What follows belongs to an exercise in optimizing a design on an open flow for small area; a production flow would make more cautious choices. Function was not checked in any run shown here: the RTL went through the layout flow alone. Power figures rest on the tool's default switching activity, not on a simulated workload.

File: design/flow/design.v
module uart_baud(
                 input  clk,
                 input  reset_n,
                 output tick);
   reg  [15:0] a;
   wire [16:4] c;
   wire [15:0] n;
   wire k2 = a[1] & a[0];
   wire k3 = a[2] | k2;
   assign n[0] = ~a[0];
   assign n[1] = a[1] ^ a[0];
   assign n[2] = ~(a[2] ^ k2);
   assign n[3] = ~(a[3] ^ k3);
   assign c[4] = a[3] | k3;
   genvar i;
   generate for (i = 4; i < 16; i = i + 1) begin : g
      assign n[i]   = a[i] ^ c[i];
      assign c[i+1] = a[i] & c[i];
   end endgenerate
   always @(posedge clk or negedge reset_n)
     if (!reset_n)
       a <= 16'hfff3;
     else
       a <= n;
   assign tick = c[16];
endmodule
module hello(
             input  clk_50,
             input  reset_n,
             output tx);
   wire       tick;
   reg  [3:0] phase;
   reg  [4:0] byte_idx;
   uart_baud baud(.clk(clk_50), .reset_n(reset_n), .tick(tick));
   wire done    = byte_idx[4] & byte_idx[2];
   wire in_gap  = ~phase[3] & phase[2] & ~(phase[1] & phase[0]);
   wire advance = (tick | in_gap) & ~done;
   wire wrap    = &phase;
   always @(posedge clk_50 or negedge reset_n)
     if (!reset_n) begin
        phase    <= 4'b0101;
        byte_idx <= 5'd0;
     end else if (advance) begin
        phase <= wrap ? 4'b0011 : phase + 4'd1;
        if (wrap)
          byte_idx <= byte_idx + 5'd1;
     end
   reg [7:0] char;
   always @*
     case (byte_idx)
       5'd0:  char = "H";
       5'd1:  char = "e";
       5'd2:  char = "l";
       5'd3:  char = "l";
       5'd4:  char = "o";
       5'd5:  char = ",";
       5'd6:  char = " ";
       5'd7:  char = "e";
       5'd8:  char = "v";
       5'd9:  char = "e";
       5'd10: char = "r";
       5'd11: char = "y";
       5'd12: char = "w";
       5'd13: char = "e";
       5'd14: char = "e";
       5'd15: char = "k";
       5'd16: char = "s";
       5'd17: char = "!";
       5'd18: char = 8'h0d;
       5'd19: char = 8'h0a;
       default: char = 8'hxx;
     endcase
   assign tx = phase[3] ? char[phase[2:0]] : ~(phase[2] & phase[1] & phase[0]);
endmodule
File: design/flow/constraint.sdc
create_clock -name core_clock -period 20.0 [get_ports {clk_50}]
set_input_delay 4.0000 -clock core_clock [delete_from_list [all_inputs] [get_ports {clk_50}]]
set_output_delay 4.0000 -clock core_clock [all_outputs]
set_load 0.01 [all_outputs]
File: design/flow/flow/run.sh
#!/bin/bash
# Own layout flow: the standard synthesis, then the combinational logic
# between the standard synthesis's flip-flops is mapped again by ABC for
# area (the flip-flop instances are kept exactly as synthesised), the result
# is proved equivalent to the standard netlist, and the standard ORFS flow
# lays it out. Each tool writes its full output to a log file here.
set -euo pipefail
W=$PWD
R=$W/orfs/results/$FLOW_PLATFORM/hello/base
LIB=$FLOW_HOME/platforms/$FLOW_PLATFORM/lib/sky130_fd_sc_hd__tt_025C_1v80.lib

bash standard.sh synth > $W/log_synth_standard.log 2>&1
cp $R/1_2_yosys.v $W/netlist_standard.v

python3 flow/gen_unmap.py $LIB > $W/unmap.v

# several ABC runs (different seeds), keep the smallest
best=""
bestarea=""
for seed in 1 2 3 4; do
  sed "s/@SEED@/$seed/" flow/area.abc > $W/area_$seed.abc
  cat > $W/resynth_$seed.ys <<EOF
read_liberty -lib $LIB
read_verilog $W/netlist_standard.v
hierarchy -top $FLOW_TOP
techmap -map $W/unmap.v
techmap
opt -purge
abc -script $W/area_$seed.abc -liberty $LIB -dont_use *probe* -dont_use *lpflow*
opt_clean -purge
hilomap -singleton -hicell sky130_fd_sc_hd__conb_1 HI -locell sky130_fd_sc_hd__conb_1 LO
splitnets
opt_clean -purge
tee -o $W/resynth_$seed.stat stat -liberty $LIB
write_verilog -noattr -nohex -nodec $W/netlist_$seed.v
EOF
  yosys -l $W/log_resynth_$seed.log $W/resynth_$seed.ys > /dev/null 2>&1 &
done
wait
for seed in 1 2 3 4; do
  [[ -f $W/netlist_$seed.v ]] || continue
  a=$(grep "Chip area" $W/resynth_$seed.stat | tail -1 | awk '{print $NF}')
  echo "seed $seed area $a"
  if [[ -z "$bestarea" ]] || awk "BEGIN{exit !($a < $bestarea)}"; then best=$seed; bestarea=$a; fi
done
echo "best seed $best area $bestarea"

# prove the new netlist computes the same next state and output
cat > $W/equiv.ys <<EOF
read_liberty -lib $LIB
read_verilog $W/netlist_standard.v
rename $FLOW_TOP gold
read_verilog $W/netlist_$best.v
rename $FLOW_TOP gate
hierarchy -check
techmap -map $W/unmap.v
techmap
opt_clean
rename -hide w:_*_
equiv_make gold gate equiv
hierarchy -top equiv
equiv_simple
equiv_status -assert
EOF
if yosys -l $W/log_equiv.log $W/equiv.ys > /dev/null 2>&1; then
  echo "equivalence proved; using the re-mapped netlist"
  cp $W/netlist_$best.v $R/1_2_yosys.v
  rm -f $R/1_synth.odb $R/1_synth.sdc
else
  echo "equivalence NOT proved; keeping the standard netlist"
fi

[[ -f flow/knobs.sh ]] && source flow/knobs.sh
bash standard.sh finish > $W/log_layout.log 2>&1
File: design/flow/flow/gen_unmap.py
# Writes a Yosys techmap file that turns each combinational sky130hd cell
# back into plain logic (from the liberty "function" strings).
import re, sys
lib = open(sys.argv[1]).read()
out = []
for c in re.split(r'\n\s*cell\s*\(', lib)[1:]:
    name = re.match(r'\s*"?(\w+)"?', c).group(1)
    if re.search(r'\b(ff|latch|statetable)\s*\(', c):
        continue
    pins = []
    for m in re.finditer(r'\n\s*pin\s*\(\s*"?(\w+)"?\s*\)\s*\{', c):
        body = c[m.end():]
        depth, i = 1, 0
        while depth:
            if body[i] == '{': depth += 1
            elif body[i] == '}': depth -= 1
            i += 1
        body = body[:i]
        d = re.search(r'direction\s*:\s*"?(\w+)"?', body).group(1)
        f = re.search(r'\n\s*function\s*:\s*"([^"]*)"', body)
        pins.append((m.group(1), d, f.group(1) if f else None))
    outs = [p for p in pins if p[1] == 'output']
    if not outs or any(f is None for _, _, f in outs):
        continue
    if any(p[1] not in ('input', 'output') for p in pins):
        continue
    ports = ', '.join(p[0] for p in pins)
    body = ''.join(f'  {p[1]} {p[0]};\n' for p in pins)
    for o, _, f in outs:
        e = f.replace('!', '~').replace('+', '|')
        body += f'  assign {o} = {e};\n'
    out.append(f'module {name}({ports});\n{body}endmodule\n')
print('\n'.join(out))
File: design/flow/flow/knobs.sh
export BUFFER_PORTS_ARGS="-buffer_cell sky130_fd_sc_hd__buf_2"
export CTS_ARGS="-repair_clock_nets -buf_list sky130_fd_sc_hd__clkbuf_8 -root_buf sky130_fd_sc_hd__clkbuf_8 -dont_use_dummy_load"
File: design/flow/flow/area.abc
strash
&get -n
&deepsyn -T 20 -S @SEED@
&dch -f
&nf -a -R 1000
&put
File: design/flow/config.mk
export PLATFORM = sky130hd
export DESIGN_NAME = hello
export DESIGN_NICKNAME = hello
export VERILOG_FILES = /design/flow/design.v
export SDC_FILE = /design/flow/constraint.sdc
export NUM_CORES = 4
export LEC_CHECK = 0
export CAP_MARGIN = 20
export CORE_MARGIN = 2
export CORE_UTILIZATION = 40
export GPL_TIMING_DRIVEN = 0
export SLEW_MARGIN = 20
File: design/flow/standard.sh
#!/bin/bash
# synth_recipe.tcl (not shown) runs the flow's synth.tcl, then flattens the netlist and writes it again
# the make line also repeats each setting of config.mk as NAME=value (left out here)
make -C /OpenROAD-flow-scripts/flow DESIGN_CONFIG=/design/flow/config.mk WORK_HOME=/design/flow/orfs CLKGATE_MAP_FILE= SYNTH_SCRIPT=/design/flow/synth_recipe.tcl "${@:-finish}"
==> reports/qor.csv, run 1 <==
stage;metric;value;unit
cts;postCtsResizedCells;0;
detailed_routing;wl;1860;um
cts;cts_buffer_depth;2;
cts;cts_max_level;1;
floorplanning;ios;3;
cells_and_area;area_delta_synth_final;7.72;%
worst_setup_path;crit_family;compound AO/OA/AOI/OAI gates;
detailed_routing;viasPerCell;5.54;
synth;syn-cell-area;0.00117;sq mm
detailed_routing;final_antenna_net_count;0;
sta;relSlewSlack;53.8;%
grt;grt_overflow_total;0;
grt;grt_use_total;12.3;%
power_and_ir_drop;total_power;0.0788;mW
min_path;hold_class;reg -> reg;
power_and_ir_drop;p_per_area;62.7;mW/mm^2
sta;fin_setup_tns;0;ns
placed_design;io_buffers;2;
cts;numCtsBuffers;3;
cells_and_area;layout.cells.non_filler;147;
detailed_routing;drt_pre_antenna_iters;4;
cells_and_area;n_antenna_cell;0;
cells_and_area;finalInstanceArea;0.00126;sq mm
cells_and_area;final_net_count;120;
worst_setup_path;critPathLaunchType;flip-flop;
sta;setup_violations;0;
power_and_ir_drop;peakVddDrop;0.0498;mV
cts;clk_latency;0.26;ns
placed_design;dp_hpwl;1310;um
synth;ys_warn_count;2;
worst_setup_path;crit_type;reg -> out;
placed_design;dp.cells;144;
worst_setup_path;required;16.00;ns
grt;antenna_found_initial;0;
synth;avgSynthCellArea;10.5;sq um
cells_and_area;nFillCells;275;
sta;skew;0.0101;ns
worst_setup_path;critPathCaptureType;output pin;
synth;synthCells;111;
detailed_routing;drc;0;
floorplanning;initial_core_util;42.3;%
floorplanning;num_rows;19;
sta;fmax;156;MHz
sta;finalHoldViolCount;0;
floorplanning;fp.dieH;58.0;um
sta;tightest_slew;0.676;ns
worst_setup_path;cpMaxStageDelayCell;a2111oi_0;
detailed_routing;initialDrtViolationCount;23;
cells_and_area;multi_input_area;499;sq um
placed_design;gp_congestion;0.887;
floorplanning;core;0.00276;sq mm
grt;grt_pass1_vias;771;
detailed_routing;num_vias;814;
worst_setup_path;crit_chain;xnor2_1 -> a2111oi_0 -> nor2_1 -> nor3_1 -> o21ai_0 -> a21oi_1 -> a311oi_1 -> buf_2;
run;cap_violations;0;
sta;fin_crit;6.40;ns
sta;final_max_slew_viol_count;0;
cells_and_area;seq_area;646;sq um
worst_setup_path;critical_path_buf_inv_count;1;
cts;clockRootBuffer;clkbuf_8;
run_status;outcome;finished clean;
cells_and_area;layout-drive-gt1-share;18.1;%
worst_setup_path;path_max_fanout;11;
sta;finalCritPeriodShare;32.0;%
synth;syn_nets;113;
worst_setup_path;critPathArrivalTime;2.40;ns
grt;grt_max_degree;26;
placed_design;placedInstanceArea;0.00122;sq mm
worst_setup_path;cp_slowest_stage_delay;0.65;ns
cts;clk_pin_slew;0.07;ns
cts;post_cts_buffers;0;
power_and_ir_drop;cellLeakagePower;0.503;nW
cells_and_area;final_core_util;45.6;%
floorplanning;die_w;58.0;um
grt;grt_pass1_wl;3190;um
cts;ctsHoldBuffers;0;
floorplanning;die-area;0.00337;sq mm
cts;clkSinkCount;25;
detailed_routing;wire_per_inst;12.6;um
cts;cts_tree;done;
sta;rsz0062_at_grt;false;
## worst register-to-register path, delay by kind of cell, from the launching register on
kind,cells,cell delay [ns]
simple gates,13,2.42
flops,1,0.56
compound gates,2,0.52
xor+xnor,1,0.14
## through the flow
stage | hold WS, ns | setup WS [ns]
6_report | 0.456 | 13.60
3_3_place_gp | 0.438 | 14.09
3_5_place_dp | 0.441 | 13.97
2_1_floorplan | 0.430 | 14.38
4_1_cts | 0.460 | 13.66
5_1_grt | 0.479 | 13.47
## routing by layer
layer	GRT usage [%]	vias to the layer above	wire length [um]
met5	0	-	0
met4	9.30	0	53
met3	1.34	10	61
met2	20.1	22	886
met1	14.9	387	856
li1	-	395	-
## layout make-up
type                    instances  area share [%]
inverters                       6            1.79
multi-input cells              80            39.7
well taps                      31            3.08
repair buffers                  2           0.796
clock buffers                   3            3.28
flip-flops and latches         25            51.3
## final timing paths
check | cells after the start | startpoint | slack, ns | end
max | 8 | byte_idx[2] | 13.60 | tx
min | 1 | baud.a[0] | 0.46 | baud.a[0]
max reg2reg | 16 | baud.a[0] | 16.24 | byte_idx[3]
min reg2reg | 1 | baud.a[0] | 0.46 | baud.a[0]
max in group asynchronous | 1 | reset_n | 15.91 | baud.a[4]
min in group asynchronous | 1 | reset_n | 3.71 | phase[3]
## flip-flops by register name, summed over array words and instances, names as in the netlist
register / count
baud.a: 16
byte_idx: 5
phase: 4
## cell usage in the layout (no fill, tap or decap)
master	instances
xnor2_1	12
a311oi_1	1
nand2_1	9
a2111oi_0	2
nand3b_1	1
a22oi_1	1
nor2_1	10
a211oi_1	1
nand2b_1	4
o221ai_1	1
o21ai_0	6
o311ai_0	2
nor3_1	2
clkinv_1	6
nand3_1	6
xor2_1	8
or4_1	1
a31oi_1	1
a31o_1	1
dfstp_2	16
nor2b_1	3
a21oi_1	7
clkbuf_8	3
and2_0	1
dfrtp_1	9
buf_2	2
## report_power, final
part / internal, mW / switching (mW)
registers: 0.0507 / 0
logic: 0.0000698 / 0.000905
clock network: 0.0134 / 0.0137
total: 0.0642 / 0.0146
==> run 2: changes to the inputs <==
==> design/flow/flow/knobs.sh (replaced) <==
export BUFFER_PORTS_ARGS="-buffer_cell sky130_fd_sc_hd__buf_2"
export CTS_ARGS="-sink_clustering_enable -sink_clustering_size 30 -sink_clustering_max_diameter 500 -repair_clock_nets -buf_list sky130_fd_sc_hd__clkbuf_8 -root_buf sky130_fd_sc_hd__clkbuf_4 -dont_use_dummy_load"
==> reports/qor.csv, run 2 <==
stage;metric;value;unit;change
power_and_ir_drop;cellLeakagePower;0.495;nW;was 0.503 nW
cts;clk_latency;0.30;ns;was 0.26 ns
grt;grt_overflow_total;0;;unchanged
cells_and_area;nFillCells;275;;unchanged
cells_and_area;final_common_cell;dfstp_2;;unchanged
cells_and_area;final_core_util;44.9;%;was 45.6%
synth;syn-cell-area;0.00117;sq mm;unchanged
cells_and_area;seq_area;646;sq um;unchanged
detailed_routing;initialDrtViolationCount;24;;was 23
min_path;hold_class;reg -> reg;;unchanged
worst_setup_path;crit_path_end;tx;;unchanged
sta;relSlewSlack;53.8;%;about the same
worst_setup_path;crit_type;reg -> out;;unchanged
placed_design;io_buffers;2;;unchanged
floorplanning;num_rows;19;;unchanged
cts;clk_pin_slew;0.11;ns;was 0.07 ns
placed_design;dp_hpwl;1310;um;unchanged
cells_and_area;final_net_count;120;;unchanged
worst_setup_path;worst_r2r_path_depth;16;;unchanged
sta;tightest_slew;0.675;ns;was 0.676 ns
worst_setup_path;r2r-end;byte_idx[3];;unchanged
floorplanning;fp.dieH;58.0;um;unchanged
detailed_routing;viasPerCell;5.48;;was 5.54
power_and_ir_drop;p_per_area;57.8;mW/mm^2;was 62.7 mW/mm^2
sta;setup_violations;0;;unchanged
cts;post_cts_buffers;0;;unchanged
worst_setup_path;r2r_slack;16.24;ns;about the same
synth;avgSynthCellArea;10.5;sq um;unchanged
placed_design;gp_congestion;0.887;;unchanged
synth;syn_nets;113;;unchanged
cells_and_area;area_delta_synth_final;6.11;%;was 7.72%
grt;grt_pass1_wl;3200;um;was 3190 um
cts;cts_max_level;1;;unchanged
sta;final_max_slew_viol_count;0;;unchanged
cts;cts_tree;done;;unchanged
grt;grt_max_degree;26;;unchanged
run;cap_violations;0;;unchanged
cells_and_area;largest_register_ffs;16;;unchanged
detailed_routing;drc;0;;unchanged
floorplanning;core;0.00276;sq mm;unchanged
cts;clkSinkCount;25;;unchanged
worst_setup_path;r2r_start;baud.a[0];;unchanged
floorplanning;die_w;58.0;um;unchanged
floorplanning;initial_core_util;42.3;%;unchanged
cts;cts_buffer_depth;2;;unchanged
sta;finalCritPeriodShare;32.3;%;was 32.0%
cts;numCtsBuffers;3;;unchanged
floorplanning;die-area;0.00337;sq mm;unchanged
cells_and_area;top_regs;baud.a x16, byte_idx x5, phase x4;;unchanged
detailed_routing;wire_per_inst;12.4;um;was 12.6 um
grt;antenna_found_initial;0;;unchanged
run_status;outcome;finished clean;;unchanged
worst_setup_path;critPathLaunchType;flip-flop;;unchanged
sta;fin_setup_tns;0;ns;unchanged
sta;skew;0.0112;ns;was 0.0101 ns
floorplanning;ios;3;;unchanged
detailed_routing;final_antenna_net_count;0;;unchanged
cells_and_area;multi_input_area;499;sq um;unchanged
synth;ys_warn_count;2;;unchanged
worst_setup_path;path_max_fanout;11;;unchanged
worst_setup_path;required;16.00;ns;about the same
worst_setup_path;critPathLaunch;byte_idx[2];;unchanged
cells_and_area;mostFrequentLayoutCells;16 x dfstp_2, 12 x xnor2_1, 10 x nor2_1, 9 x nand2_1, 9 x dfrtp_1;;unchanged
cells_and_area;largest-register;baud.a;;unchanged
cts;clockRootBuffer;clkbuf_4;;was clkbuf_8
cells_and_area;layout-drive-gt1-share;18.1;%;unchanged
worst_setup_path;critPathCaptureType;output pin;;unchanged
sta;fin_crit;6.46;ns;was 6.40 ns
detailed_routing;num_vias;805;;was 814
synth;synthCells;111;;unchanged
cts;ctsHoldBuffers;0;;unchanged
detailed_routing;drt_pre_antenna_iters;4;;unchanged
detailed_routing;wl;1820;um;was 1860 um
grt;grt_use_total;12.2;%;was 12.3%
sta;fmax;155;MHz;was 156 MHz
sta;finalHoldViolCount;0;;unchanged
worst_setup_path;critPathArrivalTime;2.46;ns;was 2.40 ns
grt;grt_pass1_vias;771;;unchanged
sta;rsz0062_at_grt;false;;unchanged
cells_and_area;n_antenna_cell;0;;unchanged
power_and_ir_drop;peakVddDrop;0.0472;mV;was 0.0498 mV
cts;postCtsResizedCells;0;;unchanged
## run 2: layer usage
layer / GRT usage [%] / wire length, um / vias to the layer above
met5: 0 / 0 / -
met4: 6.31 / 41 / 0
met3: 2.01 / 47 / 8
met2: 20.0 / 863 / 16
met1: 15.5 / 869 / 386
li1: - / - / 395
## run 2: final cells by class
type                            count  share of cell area [%]
Clock buffer                        3                    1.82
Inverter                            6                    1.82
Multi-Input combinational cell     80                    40.3
Sequential cell                    25                    52.1
Tap cell                           31                    3.13
Timing Repair Buffer                2                   0.808
## run 2: how the worst min path moves through the flow
stage	startpoint	end	slack (ns)	cells past startpoint
after CTS	baud.a[0]	baud.a[0]	0.47	1
after floorplan	baud.a[0]	baud.a[0]	0.43	1
after global routing	baud.a[0]	baud.a[0]	0.49	1
final	baud.a[0]	baud.a[0]	0.47	1
after global placement	baud.a[0]	baud.a[0]	0.44	1
after detailed placement	baud.a[0]	baud.a[0]	0.44	1
## run 2: power by group
| group | internal, mW | total (mW) | switching (mW) | leakage [nW] |
|---|---|---|---|---|
| clock | 0.00701 | 0.0199 | 0.0129 | 0.0138 |
| sequential | 0.0507 | 0.0507 | 0 | 0.282 |
| combinational | 0.0000698 | 0.000976 | 0.000906 | 0.199 |
| total | 0.0578 | 0.0716 | 0.0138 | 0.495 |
## run 2: metrics by stage
stage          total power, mW  cells  setup slack, ns  instance area (sq um)  hold WS [ns]
2_1_floorplan           0.0516    111            14.38                   1170         0.430
3_3_place_gp            0.0526    144            14.09                   1220         0.438
3_5_place_dp            0.0526    144            13.97                   1220         0.441
4_1_cts                 0.0734    147            13.61                   1240         0.471
5_1_grt                 0.0752    147            13.39                   1240         0.492
6_report                0.0716    147            13.54                   1240         0.467
## run 2: worst max-delay path: stages, from the launching register on
cell	delay, ns
dfrtp_1	0.53
xnor2_1	0.21
a2111oi_0	0.65
nor2_1	0.09
nor3_1	0.16
o21ai_0	0.14
a21oi_1	0.18
a311oi_1	0.06
buf_2	0.15

==> what the ideal ports hide <==
In the flow no input, the clock included, has a driving cell. The finished layouts below were timed again as built, in two steps.
Step 1: set_driving_cell puts a clkbuf_16 on clk_50 and a buf_2 on each other input, an assumption about the parent block.
Step 2 moves the port delays by t, midway between the first and last clock arrival at a register: inputs arrive t later, outputs are due t later. That takes back most of the time a late clock gives input paths.
Three values: no drivers, after step 1, after step 2; two values: the first two.
run	t, ns	setup WS [ns]	worst hold slack (ns)
run 1	0.278	13.597 / 13.574 / 13.852	0.456 / 0.456 / 0.456
run 2	0.312	13.543 / 13.524 / 13.837	0.467 / 0.467 / 0.467
After both steps every run listed still meets setup and hold.
